Source: an optimization exercise on an open RTL-to-GDS flow (aim: small area). Production flows keep margins and buffers that such runs may drop. Where RTL was checked, it was by simulation tests only, not by an equivalence proof against the original. The RTL of runs 1 to 3 was laid out without a check of its function. No activity file was given, so power comes from the tool's default toggle rates.

<file path="flow/run.sh">
#!/bin/bash
# synth_recipe.tcl (not shown) runs the flow's synth.tcl, then flattens the netlist and writes it again
# the make line also repeats each setting of config.mk as NAME=value (left out here)
make -C /OpenROAD-flow-scripts/flow DESIGN_CONFIG=/design/flow/config.mk WORK_HOME=/design/flow/orfs CLKGATE_MAP_FILE= SYNTH_SCRIPT=/design/flow/synth_recipe.tcl finish
</file>
<file path="flow/config.mk">
export PLATFORM = sky130hd
export DESIGN_NAME = VS_LR_TOP
export DESIGN_NICKNAME = VS_LR_TOP
export VERILOG_FILES = /design/flow/design.v
export SDC_FILE = /design/flow/constraint.sdc
export NUM_CORES = 4
export LEC_CHECK = 0
export CAP_MARGIN = 20
export CORE_MARGIN = 2
export CORE_UTILIZATION = 40
export CTS_BUF_LIST = sky130_fd_sc_hd__clkbuf_4
export PLACE_DENSITY = 0.6
export SLEW_MARGIN = 20
</file>
<file path="flow/constraint.sdc">
create_clock -name core_clock -period 10.0 [get_ports {CLK}]
set_input_delay 2.0000 -clock core_clock [delete_from_list [all_inputs] [get_ports {CLK}]]
set_output_delay 2.0000 -clock core_clock [all_outputs]
set_load 0.01 [all_outputs]
</file>
<file path="flow/design.v">
`timescale 1ns / 1ps
module VS_LR_TOP(
    input CLK,
    input SYS_NRST,
    input BTN_0,
    input BTN_1,
    input UART_RXD,
    output UART_TXD
    );
reg [6:0] P;
wire pwrap = (P == 7'd83);
always @(posedge CLK, negedge SYS_NRST)
    if (!SYS_NRST) P <= 7'd0;
    else P <= pwrap ? 7'd0 : P + 1'b1;
reg [1:0] TD;
wire tick = pwrap & TD[1];
always @(posedge CLK, negedge SYS_NRST)
    if (!SYS_NRST) TD <= 2'd0;
    else if (pwrap) TD <= TD[1] ? 2'd0 : TD + 1'b1;
reg B0, B1;
reg [2:0] C0, C1;
always @(posedge CLK, negedge SYS_NRST)
    if (!SYS_NRST) begin
        B0 <= 1'b0; C0 <= 3'd0;
    end
    else if (BTN_0 == B0) C0 <= 3'd0;
    else if (tick) begin
        if (C0[2] & C0[1]) begin B0 <= BTN_0; C0 <= 3'd0; end
        else C0 <= C0 + 1'b1;
    end
always @(posedge CLK, negedge SYS_NRST)
    if (!SYS_NRST) begin
        B1 <= 1'b0; C1 <= 3'd0;
    end
    else if (BTN_1 == B1) C1 <= 3'd0;
    else if (tick) begin
        if (C1[2] & C1[1]) begin B1 <= BTN_1; C1 <= 3'd0; end
        else C1 <= C1 + 1'b1;
    end
reg [4:0] CNT;
reg TXON;            
reg RSP;             
reg [7:0] T;         
reg [3:0] I;         
reg TXD;             
reg NB;              
reg [7:0] D;         
reg PE, FE;          
reg BR;              
reg [83:0] ACC;
reg [83:0] NR;
assign UART_TXD = TXD;
wire t_end = (T == 8'd159);
wire t_mid = (T == 8'd79);
wire init = (CNT == 5'd29);
wire [1:0] sel = {FE ^ B0, PE ^ B1};
wire err = sel[1] | sel[0];
wire [3:0] lo = D[3:0];
wire [3:0] hi = D[7:4];
wire is_dig = (hi == 4'h3) & (lo <= 4'h9);
wire is_let = ((hi == 4'h4) | (hi == 4'h6)) & (lo != 4'h0) & (lo <= 4'h6);
wire is_hex = is_dig | is_let;
wire is_cr = (D == 8'h0D);
wire is_lf = (D == 8'h0A);
wire [3:0] hval = D[6] ? {1'b1, lo[2] | (lo[1] & lo[0]), lo[1] ^ lo[0], ~lo[0]} : lo;
wire ch_ok = (CNT[4:3] != 2'b11) ? is_hex :
             CNT[0] ? is_cr : is_lf;           
wire rx_act = ~TXON & ((I != 4'd0) | (T != 8'd0));
wire rx_done = rx_act & UART_RXD & ((I == 4'd11 & t_mid) | (I == 4'd12));
wire win = (P[6:2] == CNT);
wire win0 = win & (P[1:0] == 2'b00);
wire mch_0 = (CNT[0] & CNT[1] & CNT[3] & CNT[4]) | (~CNT[0] & ~CNT[1] & CNT[3] & ~RSP) | (CNT[0] & ~CNT[2] & ~CNT[3]) | (CNT[0] & ~CNT[2] & RSP) | (CNT[1] & ~CNT[2] & RSP) | (~CNT[0] & ~CNT[3] & RSP) | (CNT[0] & CNT[1] & ~CNT[3] & ~CNT[4]) | (CNT[0] & CNT[2] & CNT[3] & sel[0]) | (~CNT[1] & ~CNT[2] & ~CNT[3] & ~sel[0]) | (~CNT[0] & ~CNT[2] & ~CNT[4] & ~sel[0]) | (~CNT[1] & ~CNT[2] & ~CNT[4] & sel[0]);
wire mch_1 = (~CNT[0] & CNT[1] & CNT[3] & CNT[4]) | (~CNT[0] & CNT[1] & ~CNT[3] & ~RSP) | (~CNT[1] & CNT[3] & CNT[4] & ~RSP) | (~CNT[0] & CNT[2] & CNT[3] & CNT[4]) | (CNT[1] & ~CNT[3] & CNT[4] & ~sel[0] & ~RSP) | (~CNT[0] & ~CNT[1] & CNT[2] & ~CNT[3] & ~sel[0]) | (CNT[0] & CNT[1] & ~CNT[2] & ~CNT[4] & sel[0]) | (~CNT[0] & CNT[1] & ~CNT[2] & sel[0] & sel[1]) | (CNT[1] & CNT[2] & ~CNT[3] & CNT[4] & ~RSP);
wire mch_2 = (CNT[0] & CNT[1] & CNT[3] & CNT[4]) | (~CNT[0] & ~CNT[1] & ~CNT[2] & CNT[3]) | (CNT[1] & ~CNT[3] & RSP) | (CNT[0] & ~CNT[1] & CNT[2] & ~CNT[4]) | (CNT[0] & ~CNT[2] & RSP) | (CNT[0] & CNT[1] & CNT[3] & ~sel[0]) | (CNT[0] & ~CNT[2] & ~CNT[3] & ~sel[0]) | (~CNT[1] & ~CNT[4] & sel[0] & sel[1]) | (~CNT[0] & ~CNT[1] & CNT[2] & ~CNT[3] & ~sel[0]) | (~CNT[0] & ~CNT[1] & ~CNT[2] & sel[0]) | (~CNT[0] & ~CNT[2] & ~CNT[4] & sel[0] & ~sel[1]);
wire mch_3 = (CNT[1] & CNT[2] & CNT[3] & CNT[4]) | (~CNT[0] & CNT[1] & CNT[2] & CNT[4]) | (~CNT[0] & ~CNT[1] & ~CNT[2] & CNT[3] & CNT[4]) | (CNT[0] & ~CNT[2] & ~CNT[3] & ~sel[0]) | (CNT[0] & ~CNT[1] & ~CNT[2] & ~CNT[3]) | (CNT[0] & CNT[1] & CNT[2] & CNT[3] & sel[0]) | (CNT[0] & ~CNT[1] & ~CNT[2] & ~CNT[4] & sel[0]);
wire mch_4 = (~CNT[0] & CNT[1] & ~CNT[2] & CNT[4]) | (CNT[0] & CNT[1] & CNT[3] & ~CNT[4]) | (CNT[0] & ~CNT[1] & CNT[3] & CNT[4]) | (CNT[0] & CNT[1] & CNT[2] & ~CNT[3] & CNT[4]) | (~CNT[0] & CNT[1] & ~CNT[3] & ~RSP) | (~CNT[1] & CNT[2] & CNT[3] & CNT[4]) | (~CNT[0] & ~CNT[2] & ~CNT[4] & sel[0]) | (~CNT[1] & ~CNT[3] & ~CNT[4]) | (~CNT[0] & ~CNT[1] & ~CNT[3] & sel[0]) | (~CNT[0] & ~CNT[1] & ~CNT[2] & ~CNT[4]) | (CNT[0] & ~CNT[4] & sel[0] & ~sel[1]);
wire mch_5 = (CNT[2] & ~CNT[3] & CNT[4]) | (CNT[1] & ~CNT[2] & RSP) | (~CNT[0] & ~CNT[2] & ~sel[0] & ~sel[1] & ~RSP) | (CNT[0] & ~CNT[2] & sel[0] & ~sel[1] & ~RSP) | (CNT[1] & ~CNT[2] & CNT[3] & ~sel[0] & sel[1]) | (CNT[0] & ~CNT[1] & CNT[3] & sel[1] & ~RSP) | (CNT[0] & CNT[1] & ~CNT[3] & ~sel[0]) | (CNT[0] & ~CNT[3] & ~sel[1]) | (~CNT[0] & ~CNT[1] & ~CNT[3] & ~sel[0]) | (~CNT[0] & CNT[2] & ~CNT[3] & sel[0]) | (~CNT[0] & ~CNT[4] & ~sel[0] & ~sel[1]) | (CNT[1] & ~CNT[4] & sel[0] & ~sel[1]) | (~CNT[0] & CNT[1] & CNT[2] & CNT[3] & ~CNT[4]) | (~CNT[1] & CNT[3] & CNT[4] & sel[0] & ~RSP);
wire mch_6 = (~CNT[2] & CNT[4]) | (~CNT[0] & ~CNT[1]) | (CNT[0] & CNT[2] & ~CNT[4]) | (CNT[1] & ~CNT[2]) | (CNT[0] & CNT[1] & ~CNT[3]) | (~CNT[3] & ~CNT[4]);
wire msg_last = (~CNT[1] & ~CNT[3] & ~CNT[4] & ~RSP) | (~CNT[0] & ~CNT[2] & ~CNT[4] & ~sel[1] & ~RSP);
wire [6:0] mch = {mch_6, mch_5, mch_4, mch_3, mch_2, mch_1, mch_0};
wire [4:0] err_start = (sel == 2'b11) ? 5'd12 : 5'd27;
wire [3:0] tnib = ACC[3:0];
wire [7:0] dchar = (tnib > 4'd9) ? {4'h4, 1'b0, tnib[2:0] - 3'd1} : {4'h3, tnib};
wire digit = RSP & (CNT <= 5'd20);
wire [6:0] tch = digit ? dchar[6:0] : mch;
reg g;
always @(*)
    case (I)
        4'd0: g = tch[0];
        4'd1: g = tch[1];
        4'd2: g = tch[2];
        4'd3: g = tch[3];
        4'd4: g = tch[4];
        4'd5: g = tch[5];
        4'd6: g = tch[6];
        4'd7: g = 1'b0;
        4'd8: g = ^tch;
        4'd11: g = (CNT == 5'd30);
        default: g = 1'b1;
    endcase
always @(posedge CLK, negedge SYS_NRST)
    if (!SYS_NRST) begin
        CNT <= 5'd29;
        TXON <= 1'b0;
        RSP <= 1'b0;
        T <= 8'd0;
        I <= 4'd0;
        TXD <= 1'b1;
    end
    else if (TXON) begin
        T <= t_end ? 8'd0 : T + 1'b1;
        if (t_end) begin
            TXD <= NB;
            if (I == 4'd11) begin
                I <= 4'd0;
                if (CNT == 5'd30) begin
                    TXON <= 1'b0;
                    RSP <= 1'b0;
                    CNT <= 5'd20;
                end
                else if (msg_last) CNT <= 5'd31;
                else CNT <= CNT - 1'b1;
            end
            else I <= I + 1'b1;
        end
    end
    else begin
        if (init & pwrap) CNT <= 5'd20;
        if (RSP) begin
            if (pwrap) begin
                TXON <= 1'b1;
                CNT <= 5'd28;
                T <= 8'd0;
                I <= 4'd0;
                TXD <= 1'b0;
            end
        end
        else if (!rx_act) begin
            if (!UART_RXD) T <= 8'd1;
        end
        else if (rx_done) begin
            T <= 8'd0;
            I <= 4'd0;
            if (!err & ch_ok) begin
                if (CNT == 5'd30) RSP <= 1'b1;
                else CNT <= CNT - 1'b1;
            end
            else begin
                TXON <= 1'b1;
                CNT <= err_start;
                TXD <= 1'b0;
            end
        end
        else if (I == 4'd12) begin
            T <= 8'd0;
        end
        else begin
            T <= t_end ? 8'd0 : T + 1'b1;
            if (t_end) I <= I + 1'b1;
            if (t_mid) begin
                if (I == 4'd0) begin
                    if (UART_RXD) T <= 8'd0;     
                end
                else if (I == 4'd11) begin
                    I <= 4'd12;                   
                    T <= 8'd0;
                end
            end
        end
    end
always @(posedge CLK) begin
    if (rx_act & t_mid) begin
        if ((I != 4'd0) & (I <= 4'd8)) D <= {UART_RXD, D[7:1]};
        if (I == 4'd9) PE <= UART_RXD ^ (^D);
        if (I == 4'd10) FE <= ~UART_RXD;
        if (I == 4'd11) FE <= FE | ~UART_RXD;
    end
end
always @(posedge CLK)
    if (~digit | win0) NB <= g;
wire sub = TXON & RSP & (CNT == 5'd28) & (I == 4'd0) & (T < 8'd84);
wire a0 = ACC[0];
wire n0 = NR[0];
wire diff = a0 ^ n0 ^ BR;
wire bout = (~a0 & n0) | (~a0 & BR) | (n0 & BR);
always @(posedge CLK) begin
    BR <= sub & bout;
    ACC <= {init ? 1'b1 : sub ? diff : a0, ACC[83:1]};
    NR <= {win ? hval[P[1:0]] : n0, NR[83:1]};
end
endmodule
</file>
==> results of run 1 <==
-- metal layers --
| layer | up-vias | routed length [µm] | GRT usage (%) |
|---|---|---|---|
| met3 | 41 | 898 | 4.18 |
| met2 | 167 | 7030 | 24.3 |
| met4 | 0 | 471 | 8.53 |
| met1 | 2530 | 7420 | 21.8 |
| li1 | 2517 | - | - |
| met5 | - | 0 | 0 |
-- final timing paths --
| kind | cells after the start | slack [ns] | from | endpoint |
|---|---|---|---|---|
| max | 10 | 6.13 | CNT[1]$_DFFE_PN0P_ | NB$_DFFE_PP_ |
| min | 0 | 0.30 | ACC[6]$_DFF_P_ | ACC[5]$_DFF_P_ |
| max reg2reg | 10 | 6.13 | CNT[1]$_DFFE_PN0P_ | NB$_DFFE_PP_ |
| min reg2reg | 0 | 0.30 | ACC[6]$_DFF_P_ | ACC[5]$_DFF_P_ |
| max in group asynchronous | 1 | 8.02 | SYS_NRST | T[1]$_DFFE_PN0P_ |
| min in group asynchronous | 1 | 1.43 | SYS_NRST | T[7]$_DFFE_PN0P_ |
-- cell type report --
cell class | count | area (µm²) | share of cell area [%]
Antenna cell | 1 | 2.50 | 0.0294
Tap cell | 234 | 293 | 3.44
Sequential cell | 217 | 4650 | 54.5
Inverter | 36 | 135 | 1.59
Multi-Input combinational cell | 407 | 2690 | 31.6
Clock buffer | 83 | 623 | 7.31
Timing Repair Buffer | 6 | 52.6 | 0.617
Clock inverter | 15 | 72.6 | 0.852
-- report_power, final --
group	internal, W	switching (W)
clock network	0.000380	0.000344
registers	0.000873	0.0000000000000000000543
logic	0.00000186	0.00000431
-- synth_stat cells, types with 8 or more instances --
library cell / instances
nand3_1: 24
xnor2_1: 18
o31ai_1: 8
ha_1: 30
a21oi_1: 37
clkbuf_1: 11
edfxtp_1: 11
inv_1: 34
nand2_1: 48
buf_2: 8
nand4_1: 8
o21ai_0: 34
o211ai_1: 10
dfxtp_1: 169
dfrtp_1: 32
nor3_1: 15
a31oi_1: 10
nor2_1: 41
-- sequential cells by signal, indices dropped and copies added (netlist names), 3 cells and up --
name	count
T	8
ACC	84
NR	84
I	4
P	7
C1	3
CNT	5
C0	3
D	8
-- critical path: stages, from the launching register on --
cell      delay, ns
dfrtp_1        0.57
inv_1          0.35
ha_1           0.46
inv_1          0.22
a311oi_2       0.56
nor3_1         0.10
a22oi_1        0.41
o21ai_0        0.17
o31ai_1        0.34
nor4_1         0.09
or3b_1         0.36
-- cells by family (layout without fill, tap and decap cells) --
| family | Yosys count | in the layout | synth area share, % |
|---|---|---|---|
| AOI/OAI and AO/OA | 158 | 158 | 14.1 |
| xor gates and xnor gates | 25 | 25 | 3.09 |
| adders and majority gates | 31 | 31 | 5.22 |
| buffers and inverters | 58 | 140 | 3.01 |
| DFF | 217 | 217 | 61.4 |
| muxes | 9 | 9 | 1.22 |
| other | 0 | 1 | 0 |
| and+or+nand+nor | 184 | 184 | 11.9 |
-- stage by stage --
stage / setup WS, ns / total power (W)
2_1_floorplan: 6.87 / 0.000893
3_3_place_gp: 6.03 / 0.000898
3_5_place_dp: 6.00 / 0.000898
4_1_cts: 6.18 / 0.00164
5_1_grt: 6.00 / 0.00168
6_report: 6.13 / 0.00160
==> results.yml, run 1 <==
outcome:
  status: "complete, no violations"
sta:
  rsz0062_at_grt: "false"
  fmax_mhz: 258
  timing.final.crit_share_pct: 38.7
  holdWs_ns: 0.296
  worst_pin_slew_ns: 0.956
  relSlewSlack_pct: 35.8
  fin_tns_setup_ns: 0
  hold_viol: 0
  layout_min_cycle_time_ns: 3.87
  setup_viol: 0
  finalClockSkew_ns: 0.0405
  drv_slew: 0
final_layout:
  n_fill_cell: 1724
  stdcell_count: 999
  postLayoutCoreUtil_pct: 45.7
  final_cell_area_um2: 8520
  most-common-layout-cells: "dfxtp_1 (169), clkbuf_4 (83), nand2_1 (48)"
  layout_commonest_cell: "dfxtp_1"
  finalNetCount: 757
  drive_gt1_share_pct: 14.0
  area_delta_synth_final_pct: 12.6
critical_path:
  cp.arrival_ns: 4.29
  worstSetupEndpointType: "flop"
  startpoint_type: "flop"
  crit_type: "reg2reg"
  cp.required_ns: 10.42
  path_max_fanout: 12
clocking:
  cts_setup_buffers: 0
  htreeDepth: 2
  cts-root-buf: "clkbuf_4"
  numCtsBuffers: 53
  cts.reportedPaths.clkPinSlew_ns: 0.07
  cts.sinks: 217
  hold_buffers: 0
  cts_tree: "built"
  cts-resized-gates: 0
  worstSkewPairLatency_ns: 0.67
  clk_path_buf_depth: 3
yosys:
  syn_inst: 682
  syn_area_um2: 7570
  synth_nets: 718
  yosysSeqAreaShare_pct: 61.4
  avgSynthCellArea_um2: 11.1
  yosys_register_bits: 217
  synthArstFlopShare_pct: 17.1
  ys_types: 72
  synth_ff_type: "dfxtp_1"
  synth_edf_count: 11
  synthTopCellsByArea: "dfxtp_1 (45%), dfrtp_1 (11%), ha_1 (5.0%)"
  yosysWarnings: 1
  synth_top_cell_area_share_pct: 44.7
  synth_largest_area_cell: "dfxtp_1"
detailed_routing:
  dr.pass1.iters: 6
  vias: 5255
  wl_per_cell_um: 15.8
  drc_errors: 0
  antenna_left: 0
  drt-initial-drc-count: 376
  routed_wl_um: 15800
  vias_per_cell: 5.26
floorplanning:
  rows: 50
  die_y_um: 142
  fp.dieW_um: 142
  start_util_pct: 40.6
  dieArea_um2: 20000
  core_um2: 18600
  ios: 6
placed_design:
  dpl-instance-area_um2: 7820
  place_inst: 900
  gp_congestion: 0.868
  port_buffers: 5
  dpl.hpwl_um: 9930
pwr:
  power_density_nw_per_um2: 188
  irDropWorstVdd_mv: 0.0827
  p_leak_nw: 3.50
global_route:
  track_usage_pct: 16.3
  first_global_vias: 5413
  antenna_found_initial: 1
  grt_start_max_net_pins: 38
  overflow: 0
  grt_first_pass_wirelength_um: 26500
min_path:
  min_path_type: "reg2reg"
flow_run:
  drv_cap: 0
==> run 2: changes to the inputs <==
--- a/flow/design.v
+++ b/flow/design.v
@@ -52,7 +52,6 @@
 assign UART_TXD = TXD;
 wire t_end = (T == 8'd159);
 wire t_mid = (T == 8'd79);
-wire init = (CNT == 5'd29);
 wire [1:0] sel = {FE ^ B0, PE ^ B1};
 wire err = sel[1] | sel[0];
 wire [3:0] lo = D[3:0];
@@ -125,14 +124,14 @@
         end
     end
     else begin
-        if (init & pwrap) CNT <= 5'd20;
+        if (CNT == 5'd29 & ~RSP & pwrap) CNT <= 5'd20;   
         if (RSP) begin
             if (pwrap) begin
-                TXON <= 1'b1;
-                CNT <= 5'd28;
-                T <= 8'd0;
-                I <= 4'd0;
-                TXD <= 1'b0;
+                CNT <= CNT - 1'b1;
+                if (CNT == 5'd29) begin
+                    TXON <= 1'b1;
+                    TXD <= 1'b0;
+                end
             end
         end
         else if (!rx_act) begin
@@ -171,21 +170,26 @@
 always @(posedge CLK) begin
     if (rx_act & t_mid) begin
         if ((I != 4'd0) & (I <= 4'd8)) D <= {UART_RXD, D[7:1]};
-        if (I == 4'd9) PE <= UART_RXD ^ (^D);
-        if (I == 4'd10) FE <= ~UART_RXD;
-        if (I == 4'd11) FE <= FE | ~UART_RXD;
+        if (I == 4'd0) begin
+            PE <= 1'b0;
+            FE <= 1'b0;
+        end
+        if ((I != 4'd0) & (I <= 4'd9)) PE <= PE ^ UART_RXD;   
+        if (I >= 4'd10) FE <= FE | ~UART_RXD;  
     end
 end
 always @(posedge CLK)
     if (~digit | win0) NB <= g;
-wire sub = TXON & RSP & (CNT == 5'd28) & (I == 4'd0) & (T < 8'd84);
+wire c29 = (CNT == 5'd29);
+wire sub = c29 & RSP;      
+wire init = c29 & ~RSP;    
 wire a0 = ACC[0];
 wire n0 = NR[0];
 wire diff = a0 ^ n0 ^ BR;
 wire bout = (~a0 & n0) | (~a0 & BR) | (n0 & BR);
 always @(posedge CLK) begin
     BR <= sub & bout;
-    ACC <= {init ? 1'b1 : sub ? diff : a0, ACC[83:1]};
+    ACC <= {c29 ? (init | diff) : a0, ACC[83:1]};
     NR <= {win ? hval[P[1:0]] : n0, NR[83:1]};
 end
 endmodule
--- a/flow/config.mk
+++ b/flow/config.mk
@@ -8,6 +8,6 @@
 export CAP_MARGIN = 20
 export CORE_MARGIN = 2
 export CORE_UTILIZATION = 40
-export CTS_BUF_LIST = sky130_fd_sc_hd__clkbuf_4
+export CTS_BUF_LIST = sky130_fd_sc_hd__clkbuf_8
 export PLACE_DENSITY = 0.6
 export SLEW_MARGIN = 20
==> results.yml, run 2 <==
final_layout:
  reg_top3: "ACC: 84 flops, NR: 84 flops"
  diodes: 0
  most-common-layout-cells: "dfxtp_1 (169), o21ai_0 (55), nor2_1 (52)"
  drive_gt1_share_pct: 11.4
  finalNetCount: 726
  area_delta_synth_final_pct: 12.4
  layout_commonest_cell: "dfxtp_1"
critical_path:
  crit_chain: "clkdlybuf4s50_1"
  cp.arrival_ns: 1.61
  critical-path-top-delay-family: "buffers and inverters"
  path_max_fanout: 3
  worstSetupEndpointType: "output port"
  cp.required_ns: 8.00
  rrSetupSlack_ns: 6.54
  startpoint_type: "flop"
  critPathMaxStageDelay_ns: 0.55
  crit_type: "reg2out"
  critPathSlowestCell: "clkdlybuf4s50_1"
  path_buf_inv: 1
flow_run:
  drv_cap: 0
yosys:
  synth-compound-area-share_pct: 13.2
  synthArstFlopShare_pct: 17.1
  syn_inst: 684
  yosys_register_bits: 217
  synthSimpleGateAreaFrac_pct: 13.8
  synth_edf_count: 11
  synth_top_family_by_area: "simple AND/OR/NAND/NOR gates"
  avgSynthCellArea_um2: 11.0
  synth_common_cells: "dfxtp_1 (169), o21ai_0 (55), nor2_1 (52), nand2_1 (43), a21oi_1 (39)"
  synth_largest_area_cell: "dfxtp_1"
  synthTopCellsByArea: "dfxtp_1 (45%), dfrtp_1 (11%), edfxtp_1 (4.4%)"
  yosysWarnings: 1
  synth_ff_type: "dfxtp_1"
  synthMuxAreaShare_pct: 1.09
  ys_types: 80
  syn_area_um2: 7550
  synthXorXnorAreaFrac_pct: 2.90
  synth_most_common_cell: "dfxtp_1"
  synth_fa_ha_area_share_pct: 3.75
  synth_top_cell_area_share_pct: 44.8
  synth_nets: 711
  yosysSeqAreaShare_pct: 61.5
floorplanning:
  fp.dieW_um: 141
  rows: 50
  core_um2: 18600
  start_util_pct: 40.6
  ios: 6
  die_y_um: 141
  dieArea_um2: 20000
global_route:
  overflow: 0
  grt_first_pass_wirelength_um: 25100
  grt_start_max_net_pins: 38
  antenna_found_initial: 0
  track_usage_pct: 15.5
  first_global_vias: 5068
sta:
  hold_viol: 0
  drv_slew: 0
  worst_pin_slew_ns: 0.969
  layout_min_cycle_time_ns: 3.61
  rsz0062_at_grt: "false"
  timing.final.crit_share_pct: 36.1
  fin_tns_setup_ns: 0
  setup_viol: 0
  holdWs_ns: 0.319
  relSlewSlack_pct: 35.4
  fmax_mhz: 277
  setup_slack_ns: 6.39
  finalClockSkew_ns: 0.0163
clocking:
  hold_buffers: 0
  cts_tree: "built"
  cts.sinks: 217
  worstSkewPairLatency_ns: 0.53
  cts_setup_buffers: 0
  cts-resized-gates: 0
  cts.reportedPaths.clkPinSlew_ns: 0.07
  clk_path_buf_depth: 3
  numCtsBuffers: 35
  htreeDepth: 2
  cts-root-buf: "clkbuf_8"
placed_design:
  port_buffers: 5
  dp_slack_ns: 5.87
  dpl.hpwl_um: 9520
  gp_congestion: 0.901
detailed_routing:
  routed_wl_um: 14900
  vias: 5064
  wl_per_cell_um: 15.5
  drc_errors: 0
  vias_per_cell: 5.28
  antenna_left: 0
  drt-initial-drc-count: 388
  dr.pass1.iters: 6
pwr:
  power_density_nw_per_um2: 199
  p_leak_nw: 3.37
  irDropWorstVdd_mv: 0.121
min_path:
  min_path_type: "reg2reg"
outcome:
  status: "complete, no violations"
[run 2: kinds of logic after synthesis]
kind of cell | after synthesis
XOR/XNOR | 25
AO/OA/AOI/OAI | 159
buffers and inverters | 53
adder cells (fa/ha/maj) | 22
multiplexers | 8
flip-flops | 217
AND/OR/NAND/NOR | 200
[run 2: final cells by class]
cell class                 count  area, µm²
clock buffer                  42        578
clock inverter                22        186
fill                        1724      10100
inverter                      25       93.8
multi-input combinational    414       2630
sequential                   217       4650
tap                          234        293
timing repair buffer           6       52.6
[run 2: report_power, final]
group,leakage (nW),switching (W),internal (W)
clock network,0.434,0.000339,0.000464
registers,1.91,0.00000145,0.000874
logic,1.02,0.00000663,0.00000405
total,3.37,0.000347,0.00134
[run 2: worst paths after layout]
check	from	end	cells after the start
worst max-delay path	TXD$_DFFE_PN1P_	UART_TXD	1
worst min-delay path	ACC[42]$_DFF_P_	ACC[41]$_DFF_P_	0
worst max register to register	CNT[0]$_DFFE_PN1P_	NB$_DFFE_PP_	11
worst min register to register	ACC[42]$_DFF_P_	ACC[41]$_DFF_P_	0
max in group asynchronous	SYS_NRST	P[6]$_DFF_PN0_	1
min in group asynchronous	SYS_NRST	T[4]$_DFFE_PN0P_	1
[run 2: through the flow]
stage               area [µm²]  utilization (%)  total power (W)  cells
floorplan                 7550                -         0.000899    684
global placement          7720             41.5         0.000904    896
detailed placement        7720             41.5         0.000905    896
CTS                       8480             45.7          0.00172    960
global route              8480             45.7          0.00176    960
finish                    8480             45.7          0.00169    960
[run 2: metal layers]
layer	vias up	share of wire, %	wire [µm]	track usage (%)
li1	2440	-	-	-
met1	2412	47	6930	20.3
met2	167	44	6600	23.8
met3	45	5.5	823	3.78
met4	0	3.5	528	8.53
met5	-	0	0	0
==> run 3: changes to the inputs <==
--- a/flow/config.mk
+++ b/flow/config.mk
@@ -8,6 +8,5 @@
 export CAP_MARGIN = 20
 export CORE_MARGIN = 2
 export CORE_UTILIZATION = 40
-export CTS_BUF_LIST = sky130_fd_sc_hd__clkbuf_8
 export PLACE_DENSITY = 0.6
 export SLEW_MARGIN = 20
==> results.yml, run 3 <==
flow_run:
  drv_cap: 0
final_layout:
  most-common-layout-cells: "dfxtp_1 (169), o21ai_0 (55), nor2_1 (52)"
  final-seq-area_um2: 4650
  layout_commonest_cell: "dfxtp_1"
  n_fill_cell: 1689
  multi_input_area_um2: 2630
  reg_top3: "ACC: 84 flops, NR: 84 flops"
  area_delta_synth_final_pct: 12.9
  diodes: 0
  finalNetCount: 713
  drive_gt1_share_pct: 10.3
detailed_routing:
  vias: 4971
  drc_errors: 0
  dr.pass1.iters: 5
  drt-initial-drc-count: 370
  wl_per_cell_um: 15.6
  vias_per_cell: 5.31
  routed_wl_um: 14600
  antenna_left: 0
global_route:
  overflow: 0
  antenna_found_initial: 0
  grt_first_pass_wirelength_um: 24700
  track_usage_pct: 15.1
  grt_start_max_net_pins: 38
  first_global_vias: 4912
critical_path:
  rrSetupSlack_ns: 6.55
  crit_chain: "clkdlybuf4s50_1"
  reg2reg_to: "NB$_DFFE_PP_"
  crit_type: "reg2out"
  path_max_fanout: 3
  path_buf_inv: 1
  startpoint_type: "flop"
  ff2ff_path_depth: 11
  cp_num_cells: 1
  critical-path-top-delay-family: "buffers and inverters"
  r2r-start: "CNT[1]$_DFFE_PN0P_"
  cp.required_ns: 8.00
  crit_path_end: "UART_TXD"
  cp.arrival_ns: 1.61
  crit_start: "TXD$_DFFE_PN1P_"
  critPathSlowestCell: "clkdlybuf4s50_1"
  critPathMaxStageDelay_ns: 0.56
  worstSetupEndpointType: "output port"
yosys:
  avgSynthCellArea_um2: 11.0
  synth_nets: 711
  synth_top_cell_area_share_pct: 44.8
  ys_types: 80
  synth_ff_type: "dfxtp_1"
  synth_edf_count: 11
  yosysWarnings: 1
  synthTopCellsByArea: "dfxtp_1 (45%), dfrtp_1 (11%), edfxtp_1 (4.4%)"
  syn_inst: 684
  syn_area_um2: 7550
  yosysSeqAreaShare_pct: 61.5
  synth_most_common_cell: "dfxtp_1"
  synth_largest_area_cell: "dfxtp_1"
  synthArstFlopShare_pct: 17.1
  yosys_register_bits: 217
  synth_common_cells: "dfxtp_1 (169), o21ai_0 (55), nor2_1 (52), nand2_1 (43), a21oi_1 (39)"
floorplanning:
  ios: 6
  start_util_pct: 40.6
  dieArea_um2: 20000
  die_y_um: 141
  core_um2: 18600
  rows: 50
  fp.dieW_um: 141
clocking:
  cts-root-buf: "clkbuf_16"
  cts-resized-gates: 0
  numCtsBuffers: 22
  worstSkewPairLatency_ns: 0.51
  cts_setup_buffers: 0
  htreeDepth: 1
  cts.sinks: 217
  hold_buffers: 0
  cts_tree: "built"
  cts.reportedPaths.clkPinSlew_ns: 0.06
  clk_path_buf_depth: 3
placed_design:
  gp_congestion: 0.901
  dpl.hpwl_um: 9520
  port_buffers: 5
sta:
  rsz0062_at_grt: "false"
  hold_viol: 0
  timing.final.crit_share_pct: 36.1
  fmax_mhz: 277
  setup_viol: 0
  finalClockSkew_ns: 0.00722
  worst_pin_slew_ns: 0.997
  layout_min_cycle_time_ns: 3.61
  relSlewSlack_pct: 33.5
  drv_slew: 0
  fin_tns_setup_ns: 0
outcome:
  status: "complete, no violations"
pwr:
  p_total_w: 0.00175
  irDropWorstVdd_mv: 0.173
  power_density_nw_per_um2: 205
  p_leak_nw: 3.33
min_path:
  worstHoldStart: "ACC[59]$_DFF_P_"
  min_path_type: "reg2reg"
## run 3: cell count changes in the layout (fill, tap and decap cells not counted)
cell / change
bufinv_16: -1
clkbuf_16: +23
clkbuf_8: -38
clkinv_16: +1
clkinv_4: +2
clkinv_8: +1
clkinvlp_4: -1
inv_1: -13
inv_4: +1
inv_6: +3
inv_8: -2
## run 3: cells by family (layout without fill, tap and decap cells)
group | after synthesis | in the layout | synth area share [%]
buffers and inverters | 53 | 71 | 3.63
muxes | 8 | 8 | 1.09
adders and majority gates | 22 | 22 | 3.75
DFF | 217 | 217 | 61.5
and+or+nand+nor | 200 | 200 | 13.8
AOI/OAI and AO/OA | 159 | 159 | 13.2
xor gates and xnor gates | 25 | 25 | 2.90
## run 3: worst min path at each step
stage,end,cells past startpoint
floorplan,ACC[10]$_DFF_P_,0
global placement,ACC[5]$_DFF_P_,0
detailed placement,ACC[45]$_DFF_P_,0
CTS,ACC[68]$_DFF_P_,0
global route,NR[28]$_DFF_P_,0
finish,ACC[58]$_DFF_P_,0
## run 3: layout make-up
| class | count | share of cell area (%) |
|---|---|---|
| clock buffer | 27 | 7.40 |
| clock inverter | 13 | 2.04 |
| inverter | 25 | 1.10 |
| multi-input combinational | 414 | 30.9 |
| sequential | 217 | 54.5 |
| tap | 234 | 3.44 |
| timing repair buffer | 6 | 0.617 |
## run 3: metrics by stage
stage | setup slack [ns] | hold slack [ns] | cells | util [%] | area, µm²
global placement | 5.97 | 0.312 | 896 | 41.5 | 7720
floorplan | 6.81 | 0.310 | 684 | - | 7550
detailed placement | 5.87 | 0.312 | 896 | 41.5 | 7720
global route | 6.22 | 0.326 | 936 | 45.9 | 8520
CTS | 6.37 | 0.321 | 936 | 45.9 | 8520
finish | 6.39 | 0.321 | 936 | 45.9 | 8520
## run 3: report_power, final
part	total (W)	leakage, nW	internal (W)	switching, W
logic	0.0000107	1.02	0.00000406	0.00000662
registers	0.000875	1.91	0.000874	0.00000145
clock network	0.000860	0.393	0.000513	0.000347
total	0.00175	3.33	0.00139	0.000355
## run 3: per-layer routing
metal | wire (µm) | global-route usage (%) | vias to the layer above
met3 | 636 | 2.83 | 33
met5 | 0 | 0 | -
met2 | 6590 | 23.9 | 124
li1 | - | - | 2406
met1 | 6900 | 20.4 | 2408
met4 | 487 | 6.00 | 0
==> run 4: changes to the inputs <==
--- a/flow/design.v
+++ b/flow/design.v
@@ -97,6 +97,33 @@
         4'd11: g = (CNT == 5'd30);
         default: g = 1'b1;
     endcase
+wire i0 = (I == 4'd0);
+wire c29 = (CNT == 5'd29);
+wire i11 = (I == 4'd11);
+wire i12 = (I == 4'd12);
+wire c30 = (CNT == 5'd30);
+wire ok = ~err & ch_ok;                      
+wire rx_err = rx_done & ~ok;                 
+wire frame_end = TXON & t_end & i11;         
+wire tx_done = frame_end & c30;              
+wire res_go = RSP & ~TXON & pwrap & c29;     
+wire t_go = TXON | (~RSP & ~rx_done & ~i12 & ~(i0 & UART_RXD & ((T == 8'd0) | t_mid)));
+wire [7:0] T_n = (t_go & ~t_end) ? T + 1'b1 : 8'd0;
+wire [3:0] I_n = (rx_done | frame_end) ? 4'd0 : (t_end & ~i12) ? I + 1'b1 : I;
+reg [4:0] CNT_n;
+always @(*) begin
+    CNT_n = CNT;
+    if (TXON) begin
+        if (frame_end) CNT_n = c30 ? 5'd20 : msg_last ? 5'd31 : CNT - 1'b1;
+    end
+    else if (RSP) begin
+        if (pwrap) CNT_n = CNT - 1'b1;           
+    end
+    else if (c29) begin
+        if (pwrap) CNT_n = 5'd20;                
+    end
+    else if (rx_done) CNT_n = ~ok ? err_start : c30 ? CNT : CNT - 1'b1;
+end
 always @(posedge CLK, negedge SYS_NRST)
     if (!SYS_NRST) begin
         CNT <= 5'd29;
@@ -106,66 +133,13 @@
         I <= 4'd0;
         TXD <= 1'b1;
     end
-    else if (TXON) begin
-        T <= t_end ? 8'd0 : T + 1'b1;
-        if (t_end) begin
-            TXD <= NB;
-            if (I == 4'd11) begin
-                I <= 4'd0;
-                if (CNT == 5'd30) begin
-                    TXON <= 1'b0;
-                    RSP <= 1'b0;
-                    CNT <= 5'd20;
-                end
-                else if (msg_last) CNT <= 5'd31;
-                else CNT <= CNT - 1'b1;
-            end
-            else I <= I + 1'b1;
-        end
-    end
     else begin
-        if (CNT == 5'd29 & ~RSP & pwrap) CNT <= 5'd20;   
-        if (RSP) begin
-            if (pwrap) begin
-                CNT <= CNT - 1'b1;
-                if (CNT == 5'd29) begin
-                    TXON <= 1'b1;
-                    TXD <= 1'b0;
-                end
-            end
-        end
-        else if (!rx_act) begin
-            if (!UART_RXD) T <= 8'd1;
-        end
-        else if (rx_done) begin
-            T <= 8'd0;
-            I <= 4'd0;
-            if (!err & ch_ok) begin
-                if (CNT == 5'd30) RSP <= 1'b1;
-                else CNT <= CNT - 1'b1;
-            end
-            else begin
-                TXON <= 1'b1;
-                CNT <= err_start;
-                TXD <= 1'b0;
-            end
-        end
-        else if (I == 4'd12) begin
-            T <= 8'd0;
-        end
-        else begin
-            T <= t_end ? 8'd0 : T + 1'b1;
-            if (t_end) I <= I + 1'b1;
-            if (t_mid) begin
-                if (I == 4'd0) begin
-                    if (UART_RXD) T <= 8'd0;     
-                end
-                else if (I == 4'd11) begin
-                    I <= 4'd12;                   
-                    T <= 8'd0;
-                end
-            end
-        end
+        T <= T_n;
+        I <= I_n;
+        CNT <= CNT_n;
+        TXON <= TXON ? ~tx_done : (rx_err | res_go);
+        RSP <= RSP ? ~tx_done : (rx_done & ok & c30);
+        TXD <= (rx_err | res_go) ? 1'b0 : (TXON & t_end) ? NB : TXD;
     end
 always @(posedge CLK) begin
     if (rx_act & t_mid) begin
@@ -180,7 +154,6 @@
 end
 always @(posedge CLK)
     if (~digit | win0) NB <= g;
-wire c29 = (CNT == 5'd29);
 wire sub = c29 & RSP;      
 wire init = c29 & ~RSP;    
 wire a0 = ACC[0];
--- a/flow/config.mk
+++ b/flow/config.mk
@@ -8,5 +8,8 @@
 export CAP_MARGIN = 20
 export CORE_MARGIN = 2
 export CORE_UTILIZATION = 40
+export CTS_BUF_LIST = sky130_fd_sc_hd__clkbuf_8
+export CTS_CLUSTER_DIAMETER = 50
+export CTS_CLUSTER_SIZE = 20
 export PLACE_DENSITY = 0.6
 export SLEW_MARGIN = 20
==> results.yml, run 4 <==
sta:
  fin_tns_setup_ns: 0
  layout_min_cycle_time_ns: 3.58
  rsz0062_at_grt: "false"
  finalClockSkew_ns: 0.0237
  relSlewSlack_pct: 40.5
  timing.final.crit_share_pct: 35.8
  fmax_mhz: 279
  drv_slew: 0
  setup_viol: 0
  worst_pin_slew_ns: 0.892
  setup_slack_ns: 6.42
  hold_viol: 0
pwr:
  irDropWorstVdd_mv: 0.135
  p_leak_nw: 3.08
  power_density_nw_per_um2: 178
global_route:
  grt_first_pass_wirelength_um: 21700
  antenna_found_initial: 0
  track_usage_pct: 14.4
  overflow: 0
  grt_start_max_net_pins: 38
  first_global_vias: 4174
floorplanning:
  core_um2: 17400
  rows: 48
  die_y_um: 138
  fp.dieW_um: 138
  dieArea_um2: 19000
  start_util_pct: 41.2
  ios: 6
clocking:
  clk_path_buf_depth: 3
  cts-root-buf: "clkbuf_8"
  htreeDepth: 1
  hold_buffers: 0
  cts.sinks: 217
  numCtsBuffers: 18
  worstSkewPairLatency_ns: 0.51
  cts_setup_buffers: 0
  cts-resized-gates: 0
  cts.reportedPaths.clkPinSlew_ns: 0.11
  cts_tree: "built"
critical_path:
  worstSetupEndpointType: "output port"
  cp.arrival_ns: 1.58
  crit_type: "reg2out"
  critical-path-top-delay-family: "flip-flops"
  cp.required_ns: 8.00
  path_max_fanout: 2
  critPathMaxStageDelay_ns: 0.56
  critPathSlowestCell: "dfstp_2"
  path_buf_inv: 1
  startpoint_type: "flop"
  crit_chain: "clkdlybuf4s50_1"
final_layout:
  stdcell_count: 859
  drive_gt1_share_pct: 7.41
  reg_top3: "ACC: 84 flops, NR: 84 flops"
  n_fill_cell: 1590
  diodes: 0
  final-seq-area_um2: 4650
  multi_input_area_um2: 2320
  finalNetCount: 652
  area_delta_synth_final_pct: 8.56
  most-common-layout-cells: "dfxtp_1 (169), nor2_1 (43), nand2_1 (39)"
  layout_commonest_cell: "dfxtp_1"
placed_design:
  gp_congestion: 0.883
  place_inst: 830
  port_buffers: 5
  dpl.hpwl_um: 8550
  dp_slack_ns: 6.25
yosys:
  syn_inst: 623
  yosysSeqAreaShare_pct: 64.7
  avgSynthCellArea_um2: 11.5
  synth_most_common_cell: "dfxtp_1"
  synth_edf_count: 11
  synth_top_cell_area_share_pct: 47.1
  synth_largest_area_cell: "dfxtp_1"
  synthTopCellsByArea: "dfxtp_1 (47%), dfrtp_1 (11%), edfxtp_1 (4.6%)"
  synth_nets: 650
  ys_types: 72
  yosysWarnings: 1
  synth_common_cells: "dfxtp_1 (169), nor2_1 (43), nand2_1 (39), o21ai_0 (33), dfrtp_1 (32)"
  syn_area_um2: 7180
  synthArstFlopShare_pct: 17.1
  synth_ff_type: "dfxtp_1"
  yosys_register_bits: 217
flow_run:
  drv_cap: 0
outcome:
  status: "complete, no violations"
detailed_routing:
  vias: 4436
  vias_per_cell: 5.16
  wl_per_cell_um: 15.3
  dr.pass1.iters: 5
  antenna_left: 0
  routed_wl_um: 13100
  drc_errors: 0
  drt-initial-drc-count: 338
min_path:
  min_path_type: "reg2reg"
-- run 4: final timing paths --
kind,cells past startpoint,startpoint,end,slack (ns)
worst max register to register,10,CNT[0]$_DFFE_PN1P_,NB$_DFFE_PP_,6.57
worst max-delay path,1,TXD$_DFFE_PN1P_,UART_TXD,6.42
max in group asynchronous,1,SYS_NRST,RSP$_DFF_PN0_,7.82
min in group asynchronous,1,SYS_NRST,P[2]$_DFF_PN0_,1.61
worst min register to register,0,ACC[32]$_DFF_P_,ACC[31]$_DFF_P_,0.33
worst min-delay path,0,ACC[32]$_DFF_P_,ACC[31]$_DFF_P_,0.33
-- run 4: cell type report --
class | count | area share, %
flip-flops and latches | 217 | 59.6
clock buffers | 20 | 3.53
repair buffers | 6 | 0.674
clock inverters | 9 | 1.40
inverters | 29 | 1.40
multi-input cells | 353 | 29.8
well taps | 225 | 3.61
-- run 4: cell families after synthesis --
kind of cell / after synthesis / synth area share (%)
AO/OA/AOI/OAI: 121 / 10.9
buffers and inverters: 53 / 2.96
XOR/XNOR: 32 / 4.41
AND/OR/NAND/NOR: 172 / 12.2
multiplexers: 6 / 0.854
adder cells (fa/ha/maj): 22 / 3.94
flip-flops: 217 / 64.7
-- run 4: metal layers --
layer  global-route usage [%]  vias up  share of wire, %
li1                         -     2154                 -
met1                     21.3     2126                50
met2                     21.2      128                43
met3                     2.85       28               5.2
met4                     4.14        0               2.4
met5                        0        -                 0
-- run 4: through the flow --
step | area [µm²] | utilization [%] | total power, W | hold WS [ns]
2_1_floorplan | 7180 | - | 0.000892 | 0.310
3_3_place_gp | 7410 | 42.5 | 0.000897 | 0.312
3_5_place_dp | 7410 | 42.5 | 0.000898 | 0.312
4_1_cts | 7790 | 44.7 | 0.00140 | 0.332
5_1_grt | 7790 | 44.7 | 0.00144 | 0.335
6_report | 7790 | 44.7 | 0.00138 | 0.329
-- run 4: power breakdown --
group	leakage, nW	switching (W)	internal, W	total, W
Sequential	1.91	0.0000000000000000000515	0.000872	0.000872
Clock	0.201	0.000301	0.000206	0.000507
Combinational	0.964	0.00000418	0.00000152	0.00000569
==> run 5: changes to the inputs <==
==> flow/flow/run.sh (new file) <==
#!/bin/bash
# Own layout flow: the standard flow (standard.sh, unchanged synthesis,
# floorplan, power grid, placement, routing), with two settings changed:
#  - clock tree: no dummy loads, clkbuf_8 leaf buffers, sink clusters of 20
#  - port buffers: buf_1 (the standard flow picks a delay cell)
# Each tool's full output goes to standard.log (make) and the ORFS logs in
# orfs/logs/.
set -euo pipefail
export CTS_ARGS="-sink_clustering_enable -repair_clock_nets -dont_use_dummy_load -buf_list sky130_fd_sc_hd__clkbuf_4 -sink_clustering_size 12 -sink_clustering_max_diameter 40"
export BUFFER_PORTS_ARGS="-buffer_cell sky130_fd_sc_hd__buf_1"
bash standard.sh > standard.log 2>&1
==> flow/standard.sh (new file) <==
#!/bin/bash
# synth_recipe.tcl (not shown) runs the flow's synth.tcl, then flattens the netlist and writes it again
# the make line also repeats each setting of config.mk as NAME=value (left out here)
make -C /OpenROAD-flow-scripts/flow DESIGN_CONFIG=/design/flow/config.mk WORK_HOME=/design/flow/orfs CLKGATE_MAP_FILE= SYNTH_SCRIPT=/design/flow/synth_recipe.tcl "${@:-finish}"
--- a/flow/config.mk
+++ b/flow/config.mk
@@ -8,8 +8,5 @@
 export CAP_MARGIN = 20
 export CORE_MARGIN = 2
 export CORE_UTILIZATION = 40
-export CTS_BUF_LIST = sky130_fd_sc_hd__clkbuf_8
-export CTS_CLUSTER_DIAMETER = 50
-export CTS_CLUSTER_SIZE = 20
 export PLACE_DENSITY = 0.6
 export SLEW_MARGIN = 20
removed: flow/run.sh
==> results.yml, run 5 <==
outcome:
  status: "complete, no violations"
global_route:
  first_global_vias: 4248
  antenna_found_initial: 0
  grt_first_pass_wirelength_um: 21100
  overflow: 0
  grt_start_max_net_pins: 38
  track_usage_pct: 13.8
detailed_routing:
  antenna_left: 0
  vias_per_cell: 5.16
  wl_met2_um: 5390
  dr_wl_met3_um: 729
  drt-met1-wl_um: 6290
  vias: 4415
  wl_per_cell_um: 14.8
  drt-initial-drc-count: 367
  top_layer_used: "met4"
  drc_errors: 0
  dr.pass1.iters: 5
  routed_wl_um: 12700
pwr:
  p_seq_share_pct: 70.8
  p_sw_share_pct: 19.5
  p_comb_share_pct: 0.4
  p_total_w: 0.00123
  p_leak_nw: 2.99
  intPower_w: 0.000992
  power_density_nw_per_um2: 163
  clockPowerShare_pct: 28.8
  irDropWorstVdd_mv: 0.0785
  p_switching_w: 0.000240
sta:
  hold_viol: 0
  layout_min_cycle_time_ns: 3.34
  setup_viol: 0
  worst_pin_slew_ns: 0.973
  relSlewSlack_pct: 35.1
  fin_tns_setup_ns: 0
  holdWs_ns: 0.300
  drv_slew: 0
  fmax_mhz: 300
  timing.final.crit_share_pct: 33.4
  rsz0062_at_grt: "false"
  finalClockSkew_ns: 0.0679
floorplanning:
  fp.dieW_um: 138
  dieArea_um2: 19000
  ios: 6
  rows: 48
  start_util_pct: 41.2
  die_y_um: 138
  core_um2: 17400
placed_design:
  dpl.hpwl_um: 8400
  port_buffers: 5
  place_inst: 830
  gp_congestion: 0.884
clocking:
  cts.sinks: 217
  cts-resized-gates: 0
  numCtsBuffers: 26
  cts.reportedPaths.clkPinSlew_ns: 0.11
  cts_tree: "built"
  hold_buffers: 0
  worstSkewPairLatency_ns: 0.61
  clk_path_buf_depth: 3
  cts_setup_buffers: 0
  cts-root-buf: "clkbuf_4"
  htreeDepth: 1
yosys:
  yosysSeqAreaShare_pct: 64.7
  synth_common_cells: "dfxtp_1 (169), nor2_1 (43), nand2_1 (39), o21ai_0 (33), dfrtp_1 (32)"
  synthTopCellsByArea: "dfxtp_1 (47%), dfrtp_1 (11%), edfxtp_1 (4.6%)"
  ys_types: 72
  synth_edf_count: 11
  syn_area_um2: 7180
  synth_largest_area_cell: "dfxtp_1"
  synth_ff_type: "dfxtp_1"
  syn_inst: 623
  yosysWarnings: 1
  synth_nets: 650
  synth_top_cell_area_share_pct: 47.1
  synth_most_common_cell: "dfxtp_1"
  synthArstFlopShare_pct: 17.1
  yosys_register_bits: 217
  avgSynthCellArea_um2: 11.5
final_layout:
  finalNetCount: 660
  layout_commonest_cell: "dfxtp_1"
  most-common-layout-cells: "dfxtp_1 (169), nor2_1 (43), nand2_1 (39)"
  stdcell_count: 856
  area_delta_synth_final_pct: 5.58
  drive_gt1_share_pct: 7.29
  diodes: 0
  n_fill_cell: 1628
  reg_top3: "ACC: 84 flops, NR: 84 flops"
critical_path:
  reg2reg_to: "NB$_DFFE_PP_"
  cp.arrival_ns: 3.66
  ff2ff_path_depth: 10
  path_max_fanout: 19
  rrSetupSlack_ns: 6.66
  cp.required_ns: 10.32
  startpoint_type: "flop"
  worstSetupEndpointType: "flop"
  crit_type: "reg2reg"
  r2r-start: "CNT[0]$_DFFE_PN1P_"
flow_run:
  drv_cap: 0
min_path:
  min_path_type: "reg2reg"
  worstHoldStart: "NR[3]$_DFF_P_"
  worstHoldPathCells: 0
  whs_endpoint: "NR[2]$_DFF_P_"
run 5: cell counts after synthesis:
No cell type changed its count.
run 5: power groups by stage:
stage / combinational (W) / sequential [W] / clock (W)
5_1_grt: 0.00000558 / 0.000873 / 0.000416
3_5_place_dp: 0.00000503 / 0.000892 / 0
2_1_floorplan: 0.000000636 / 0.000892 / 0
6_report: 0.00000484 / 0.000872 / 0.000356
3_3_place_gp: 0.00000481 / 0.000892 / 0
4_1_cts: 0.00000504 / 0.000872 / 0.000379
run 5: kinds of logic (layout without fill, tap and decap cells):
family,Yosys count,in the layout,synth area share [%]
AO/OA/AOI/OAI,121,121,10.9
adder cells (fa/ha/maj),22,22,3.94
AND/OR/NAND/NOR,172,172,12.2
multiplexers,6,6,0.854
XOR/XNOR,32,32,4.41
flip-flops,217,217,64.7
buffers and inverters,53,61,2.96
run 5: metal layers:
layer | track usage [%] | vias up
met5 | 0 | -
li1 | - | 2167
met2 | 21.2 | 101
met4 | 4.02 | 0
met1 | 19.4 | 2120
met3 | 3.44 | 27
run 5: cell type report:
class                           count  area (µm²)  share of cell area, %
Tap cell                          225         282                   3.72
Clock buffer                       26         195                   2.58
Timing Repair Buffer                6        27.5                  0.363
Inverter                           29         109                   1.44
Multi-Input combinational cell    353        2320                   30.6
Sequential cell                   217        4650                   61.3
run 5: worst max path at each step:
stage,from,end,slack (ns),cells past startpoint
after global placement,CNT[0]$_DFFE_PN1P_,NB$_DFFE_PP_,6.70,10
after global routing,CNT[1]$_DFFE_PN0P_,NB$_DFFE_PP_,6.45,10
after CTS,TXD$_DFFE_PN1P_,UART_TXD,6.65,1
after floorplan,CNT[0]$_DFFE_PN1P_,NB$_DFFE_PP_,7.03,11
final,CNT[0]$_DFFE_PN1P_,NB$_DFFE_PP_,6.66,10
after detailed placement,UART_RXD,T[6]$_DFF_PN0_,6.65,6
run 5: critical path, cell delays in order, from the launching register on:
cell and delay [ns]:
dfstp_2 0.77, inv_1 0.19, ha_1 0.33, nand2b_1 0.21
a21o_1 0.24, a21o_2 0.23, or4_4 0.51, and4_4 0.21
nor3_2 0.12, xor2_1 0.16, o211ai_1 0.11
run 5: metrics by stage:
| step | cell area [µm²] | setup slack, ns | util, % |
|---|---|---|---|
| floorplan | 7180 | 7.03 | - |
| global placement | 7380 | 6.70 | 42.4 |
| detailed placement | 7380 | 6.65 | 42.4 |
| CTS | 7580 | 6.65 | 43.5 |
| global route | 7580 | 6.45 | 43.5 |
| finish | 7580 | 6.66 | 43.5 |
==> run 6: changes to the inputs <==
--- a/flow/flow/run.sh
+++ b/flow/flow/run.sh
@@ -6,6 +6,6 @@
 # Each tool's full output goes to standard.log (make) and the ORFS logs in
 # orfs/logs/.
 set -euo pipefail
-export CTS_ARGS="-sink_clustering_enable -repair_clock_nets -dont_use_dummy_load -buf_list sky130_fd_sc_hd__clkbuf_4 -sink_clustering_size 12 -sink_clustering_max_diameter 40"
+export CTS_ARGS="-sink_clustering_enable -repair_clock_nets -dont_use_dummy_load -buf_list {sky130_fd_sc_hd__clkbuf_4 sky130_fd_sc_hd__clkbuf_8} -sink_clustering_size 16 -sink_clustering_max_diameter 45"
 export BUFFER_PORTS_ARGS="-buffer_cell sky130_fd_sc_hd__buf_1"
 bash standard.sh > standard.log 2>&1
==> results.yml, run 6 <==
floorplanning:
  start_util_pct: 41.2
  ios: 6
  core_um2: 17400
  fp.dieW_um: 138
  rows: 48
  die_y_um: 138
  dieArea_um2: 19000
yosys:
  yosys_register_bits: 217
  yosysSeqAreaShare_pct: 64.7
  synth_ff_type: "dfxtp_1"
  synth_top_cell_area_share_pct: 47.1
  avgSynthCellArea_um2: 11.5
  synth_edf_count: 11
  syn_area_um2: 7180
  ys_types: 72
  synth_most_common_cell: "dfxtp_1"
  syn_inst: 623
  synthTopCellsByArea: "dfxtp_1 (47%), dfrtp_1 (11%), edfxtp_1 (4.6%)"
  yosysWarnings: 1
  synthArstFlopShare_pct: 17.1
  synth_nets: 650
  synth_common_cells: "dfxtp_1 (169), nor2_1 (43), nand2_1 (39), o21ai_0 (33), dfrtp_1 (32)"
  synth_largest_area_cell: "dfxtp_1"
critical_path:
  crit_type: "reg2reg"
  r2r-start: "CNT[0]$_DFFE_PN1P_"
  cp.required_ns: 10.20
  reg2reg_to: "NB$_DFFE_PP_"
  rrSetupSlack_ns: 6.66
  cp.arrival_ns: 3.53
  worstSetupEndpointType: "flop"
  path_max_fanout: 19
  startpoint_type: "flop"
  ff2ff_path_depth: 10
  crit_start: "CNT[0]$_DFFE_PN1P_"
global_route:
  grt_first_pass_wirelength_um: 21000
  first_global_vias: 4187
  grt_start_max_net_pins: 38
  antenna_found_initial: 0
  track_usage_pct: 13.8
  overflow: 0
clocking:
  numCtsBuffers: 21
  cts_setup_buffers: 0
  hold_buffers: 0
  cts-root-buf: "clkbuf_8"
  cts.sinks: 217
  clk_path_buf_depth: 3
  htreeDepth: 1
  cts-resized-gates: 0
  cts_tree: "built"
  cts.reportedPaths.clkPinSlew_ns: 0.09
  worstSkewPairLatency_ns: 0.50
pwr:
  intPower_w: 0.00106
  p_leak_nw: 3.02
  p_total_w: 0.00131
  p_sw_share_pct: 19.0
  irDropWorstVdd_mv: 0.105
  p_comb_share_pct: 0.4
  power_density_nw_per_um2: 171
  clockPowerShare_pct: 33.0
  p_switching_w: 0.000248
  p_seq_share_pct: 66.7
detailed_routing:
  antenna_left: 0
  vias: 4361
  drc_errors: 0
  dr.pass1.iters: 5
  routed_wl_um: 12700
  wl_per_cell_um: 14.9
  drt-initial-drc-count: 341
  vias_per_cell: 5.12
sta:
  fmax_mhz: 299
  drv_slew: 0
  timing.final.crit_share_pct: 33.4
  setup_slack_ns: 6.66
  finalClockSkew_ns: 0.0435
  fin_tns_setup_ns: 0
  relSlewSlack_pct: 33.7
  worst_pin_slew_ns: 0.994
  hold_viol: 0
  setup_viol: 0
  layout_min_cycle_time_ns: 3.34
  rsz0062_at_grt: "false"
placed_design:
  dpl.hpwl_um: 8400
  place_inst: 830
  gp_congestion: 0.884
  dpl-instance-area_um2: 7380
  dp_slack_ns: 6.65
  port_buffers: 5
final_layout:
  most-common-layout-cells: "dfxtp_1 (169), nor2_1 (43), nand2_1 (39)"
  area_delta_synth_final_pct: 6.89
  drive_gt1_share_pct: 6.55
  final_cell_area_um2: 7670
  reg_top3: "ACC: 84 flops, NR: 84 flops"
  layout_commonest_cell: "dfxtp_1"
  stdcell_count: 851
  finalNetCount: 655
  diodes: 0
  n_fill_cell: 1611
min_path:
  whs_endpoint: "ACC[82]$_DFF_P_"
  worstHoldStart: "ACC[83]$_DFF_P_"
  worstHoldPathCells: 0
  min_path_type: "reg2reg"
outcome:
  status: "complete, no violations"
flow_run:
  drv_cap: 0
run 6: cell counts after synthesis:
Identical to the previous run, type by type.
run 6: logic make-up after synthesis:
logic type      Yosys count  synth area share, %
flops                   217                 64.7
mux                       6                0.854
xor+xnor                 32                 4.41
simple gates            172                 12.2
buf+inv                  53                 2.96
fa+ha+maj                22                 3.94
compound gates          121                 10.9
run 6: through the flow:
stage                     util, %  hold WS, ns
after floorplan                 -        0.310
after global placement       42.4        0.312
after global routing         44.0        0.314
final                        44.0        0.310
after detailed placement     42.4        0.312
after CTS                    44.0        0.314
run 6: cell type report:
| class | instances | area, µm² | area share (%) |
|---|---|---|---|
| clock buffers | 21 | 289 | 3.77 |
| multi-input cells | 353 | 2320 | 30.2 |
| repair buffers | 6 | 27.5 | 0.359 |
| flip-flops and latches | 217 | 4650 | 60.6 |
| well taps | 225 | 282 | 3.67 |
| inverters | 29 | 109 | 1.42 |
run 6: worst max-delay path: stages, from the launching register on:
cell and delay [ns]:
dfstp_2 0.76, inv_1 0.18, ha_1 0.33, nand2b_1 0.21, a21o_1 0.24, a21o_2 0.23
or4_4 0.51, and4_4 0.21, nor3_2 0.13, xor2_1 0.16, o211ai_1 0.11
run 6: worst max path at each step:
stage / slack [ns] / cells after the start / end
3_5_place_dp: 6.65 / 6 / T[6]$_DFF_PN0_
3_3_place_gp: 6.70 / 10 / NB$_DFFE_PP_
2_1_floorplan: 7.03 / 11 / NB$_DFFE_PP_
6_report: 6.66 / 10 / NB$_DFFE_PP_
4_1_cts: 6.67 / 10 / NB$_DFFE_PP_
5_1_grt: 6.43 / 10 / NB$_DFFE_PP_
run 6: routing by layer:
metal	track usage, %	routed length (µm)	share of wire [%]	vias to the layer above
li1	-	-	-	2141
met2	20.9	5360	42	86
met3	3.51	687	5.4	26
met5	0	0	0	-
met1	19.7	6450	51	2108
met4	3.80	216	1.7	0
run 6: power by group through the flow:
stage / registers (W) / clock network [W] / logic (W)
finish: 0.000872 / 0.000431 / 0.00000490
global route: 0.000872 / 0.000490 / 0.00000558
CTS: 0.000872 / 0.000455 / 0.00000504
detailed placement: 0.000892 / 0 / 0.00000503
global placement: 0.000892 / 0 / 0.00000481
floorplan: 0.000892 / 0 / 0.000000636
==> run 7: changes to the inputs <==
--- a/flow/flow/run.sh
+++ b/flow/flow/run.sh
@@ -6,6 +6,6 @@
 # Each tool's full output goes to standard.log (make) and the ORFS logs in
 # orfs/logs/.
 set -euo pipefail
-export CTS_ARGS="-sink_clustering_enable -repair_clock_nets -dont_use_dummy_load -buf_list {sky130_fd_sc_hd__clkbuf_4 sky130_fd_sc_hd__clkbuf_8} -sink_clustering_size 16 -sink_clustering_max_diameter 45"
+export CTS_ARGS="-sink_clustering_enable -repair_clock_nets -dont_use_dummy_load -buf_list sky130_fd_sc_hd__clkbuf_8 -sink_clustering_size 20 -sink_clustering_max_diameter 50"
 export BUFFER_PORTS_ARGS="-buffer_cell sky130_fd_sc_hd__buf_1"
 bash standard.sh > standard.log 2>&1
==> results.yml, run 7 <==
outcome:
  status: "complete, no violations"
detailed_routing:
  wl_met2_um: 5370
  top_layer_used: "met4"
  antenna_left: 0
  drt-initial-drc-count: 357
  drc_errors: 0
  wl_per_cell_um: 14.9
  dr.pass1.iters: 5
  drt-met1-wl_um: 6310
  vias_per_cell: 5.17
  dr_wl_met3_um: 681
  routed_wl_um: 12700
  vias: 4387
floorplanning:
  dieArea_um2: 19000
  ios: 6
  rows: 48
  fp.dieW_um: 138
  core_um2: 17400
  start_util_pct: 41.2
  die_y_um: 138
yosys:
  synth_top_cell_area_share_pct: 47.1
  synthXorXnorAreaFrac_pct: 4.41
  synthMuxAreaShare_pct: 0.854
  avgSynthCellArea_um2: 11.5
  synth_top_family_by_area: "simple AND/OR/NAND/NOR gates"
  yosysSeqAreaShare_pct: 64.7
  synth_most_common_cell: "dfxtp_1"
  synth_nets: 650
  synth_ff_type: "dfxtp_1"
  synthArstFlopShare_pct: 17.1
  synth_common_cells: "dfxtp_1 (169), nor2_1 (43), nand2_1 (39), o21ai_0 (33), dfrtp_1 (32)"
  syn_area_um2: 7180
  syn_inst: 623
  synth_largest_area_cell: "dfxtp_1"
  ys_types: 72
  synth_edf_count: 11
  synthTopCellsByArea: "dfxtp_1 (47%), dfrtp_1 (11%), edfxtp_1 (4.6%)"
  yosys_register_bits: 217
  synthSimpleGateAreaFrac_pct: 12.2
  synth_fa_ha_area_share_pct: 3.94
  synth-compound-area-share_pct: 10.9
  yosysWarnings: 1
final_layout:
  final_cell_area_um2: 7630
  postLayoutCoreUtil_pct: 43.8
  diodes: 0
  finalNetCount: 652
  drive_gt1_share_pct: 6.10
  area_delta_synth_final_pct: 6.31
  most-common-layout-cells: "dfxtp_1 (169), nor2_1 (43), nand2_1 (39)"
  layout_commonest_cell: "dfxtp_1"
  reg_top3: "ACC: 84 flops, NR: 84 flops"
  stdcell_count: 848
clocking:
  cts-root-buf: "clkbuf_8"
  cts-resized-gates: 0
  cts_setup_buffers: 0
  numCtsBuffers: 18
  worstSkewPairLatency_ns: 0.50
  cts_tree: "built"
  htreeDepth: 1
  cts.reportedPaths.clkPinSlew_ns: 0.10
  clk_path_buf_depth: 3
  hold_buffers: 0
  cts.sinks: 217
sta:
  relSlewSlack_pct: 35.7
  rsz0062_at_grt: "false"
  hold_viol: 0
  drv_slew: 0
  fin_tns_setup_ns: 0
  finalClockSkew_ns: 0.0498
  setup_viol: 0
  setup_slack_ns: 6.65
  layout_min_cycle_time_ns: 3.35
  fmax_mhz: 298
  timing.final.crit_share_pct: 33.5
  worst_pin_slew_ns: 0.964
global_route:
  first_global_vias: 4166
  track_usage_pct: 13.8
  antenna_found_initial: 0
  grt_first_pass_wirelength_um: 21000
  grt_start_max_net_pins: 38
  overflow: 0
critical_path:
  worstSetupEndpointType: "flop"
  r2r-start: "CNT[0]$_DFFE_PN1P_"
  startpoint_type: "flop"
  crit_type: "reg2reg"
  cp.required_ns: 10.19
  critPathSlowestCell: "dfstp_2"
  crit_chain: "inv_1, ha_1, nand2b_1, a21o_1, a21o_2, or4_4, and4_4, nor3_2, xor2_1, o211ai_1"
  path_max_fanout: 19
  cp.arrival_ns: 3.55
  rrSetupSlack_ns: 6.65
  ff2ff_path_depth: 10
  reg2reg_to: "NB$_DFFE_PP_"
  critPathMaxStageDelay_ns: 0.77
min_path:
  whs_endpoint: "ACC[18]$_DFF_P_"
  worstHoldStart: "ACC[19]$_DFF_P_"
  worstHoldPathCells: 0
  min_path_type: "reg2reg"
placed_design:
  dp_slack_ns: 6.65
  place_inst: 830
  port_buffers: 5
  dpl.hpwl_um: 8400
  dpl-instance-area_um2: 7380
  gp_congestion: 0.884
pwr:
  p_leak_nw: 3.00
  irDropWorstVdd_mv: 0.101
  power_density_nw_per_um2: 167
flow_run:
  drv_cap: 0
==> run 7: critical path, delay by kind of cell, from the launching register on <==
family	cells	cell delay, ns
DFF	1	0.77
adders and majority gates	1	0.33
buffers and inverters	1	0.19
AOI/OAI and AO/OA	3	0.58
and+or+nand+nor	4	1.06
xor gates and xnor gates	1	0.16
==> run 7: logic make-up after synthesis <==
kind of cell | count (synthesis)
xor+xnor | 32
compound gates | 121
mux | 6
flops | 217
fa+ha+maj | 22
simple gates | 172
buf+inv | 53
==> run 7: metal layers <==
| layer | global-route usage (%) | up-vias |
|---|---|---|
| met2 | 20.8 | 109 |
| met4 | 4.31 | 0 |
| met3 | 3.33 | 22 |
| li1 | - | 2138 |
| met5 | 0 | - |
| met1 | 19.7 | 2118 |
==> run 7: power by group <==
| group | internal [W] | switching, W |
|---|---|---|
| sequential | 0.000872 | 0.0000000000000000000503 |
| clock | 0.000162 | 0.000239 |
| combinational | 0.000000722 | 0.00000407 |
| total | 0.00103 | 0.000243 |
==> run 7: metrics by stage <==
stage | total power [W] | hold WS, ns
global route | 0.00134 | 0.288
finish | 0.00128 | 0.292
floorplan | 0.000892 | 0.310
CTS | 0.00130 | 0.298
detailed placement | 0.000897 | 0.312
global placement | 0.000896 | 0.312
==> run 7: worst max-delay path by stage <==
stage,from,endpoint,slack [ns],cells after the start
6_report,CNT[0]$_DFFE_PN1P_,NB$_DFFE_PP_,6.65,10
5_1_grt,CNT[1]$_DFFE_PN0P_,NB$_DFFE_PP_,6.43,10
4_1_cts,CNT[0]$_DFFE_PN1P_,NB$_DFFE_PP_,6.67,10
3_5_place_dp,UART_RXD,T[6]$_DFF_PN0_,6.65,6
3_3_place_gp,CNT[0]$_DFFE_PN1P_,NB$_DFFE_PP_,6.70,10
2_1_floorplan,CNT[0]$_DFFE_PN1P_,NB$_DFFE_PP_,7.03,11
==> run 7: area by class of cell <==
class	instances	area (µm²)
Timing Repair Buffer	6	27.5
Sequential cell	217	4650
Fill cell	1617	9790
Clock buffer	18	248
Tap cell	225	282
Inverter	29	109
Multi-Input combinational cell	353	2320

==> separate check: timing with driven ports <==
The flow's constraints put no driver on any port. The routed layouts listed below were extracted and timed again, unchanged, in two steps. Step 1 sets driving cells, clkbuf_16 on the clock port and buf_2 on the other inputs (assumed; they add their load-dependent delay and slew). Step 2 also shifts input and output timing later by t, the mid clock arrival at the registers, as if the neighbouring blocks saw the same clock. a / b / c = ideal / step 1 / step 2; a / b = the first two.
| run | t (ns) | slack for setup (ns) | clock arrival spread, ns | slew at the worst register clock pin (ns) | cell pins on the clock port's net |
|---|---|---|---|---|---|
| run 1 | 0.683 | 6.125 / 6.125 / 5.968 | 0.050 / 0.050 | 0.07 / 0.07 | 1 |
| run 2 | 0.556 | 6.391 / 6.351 / 5.859 | 0.019 / 0.019 | 0.07 / 0.07 | 1 |
| run 3 | 0.552 | 6.390 / 6.347 / 5.842 | 0.008 / 0.009 | 0.06 / 0.06 | 1 |
| run 4 | 0.534 | 6.419 / 6.380 / 6.248 | 0.024 / 0.024 | 0.11 / 0.11 | 1 |
| run 5 | 0.609 | 6.663 / 6.663 / 6.575 | 0.068 / 0.068 | 0.11 / 0.11 | 1 |
| run 6 | 0.512 | 6.661 / 6.661 / 6.560 | 0.044 / 0.043 | 0.09 / 0.09 | 1 |
| run 7 | 0.518 | 6.647 / 6.647 / 6.567 | 0.053 / 0.053 | 0.11 / 0.11 | 1 |
After both steps every run listed still meets setup and hold. The setup slack of run 3, which loses most, moves by -0.043 ns with the drivers and by -0.548 ns with both steps.
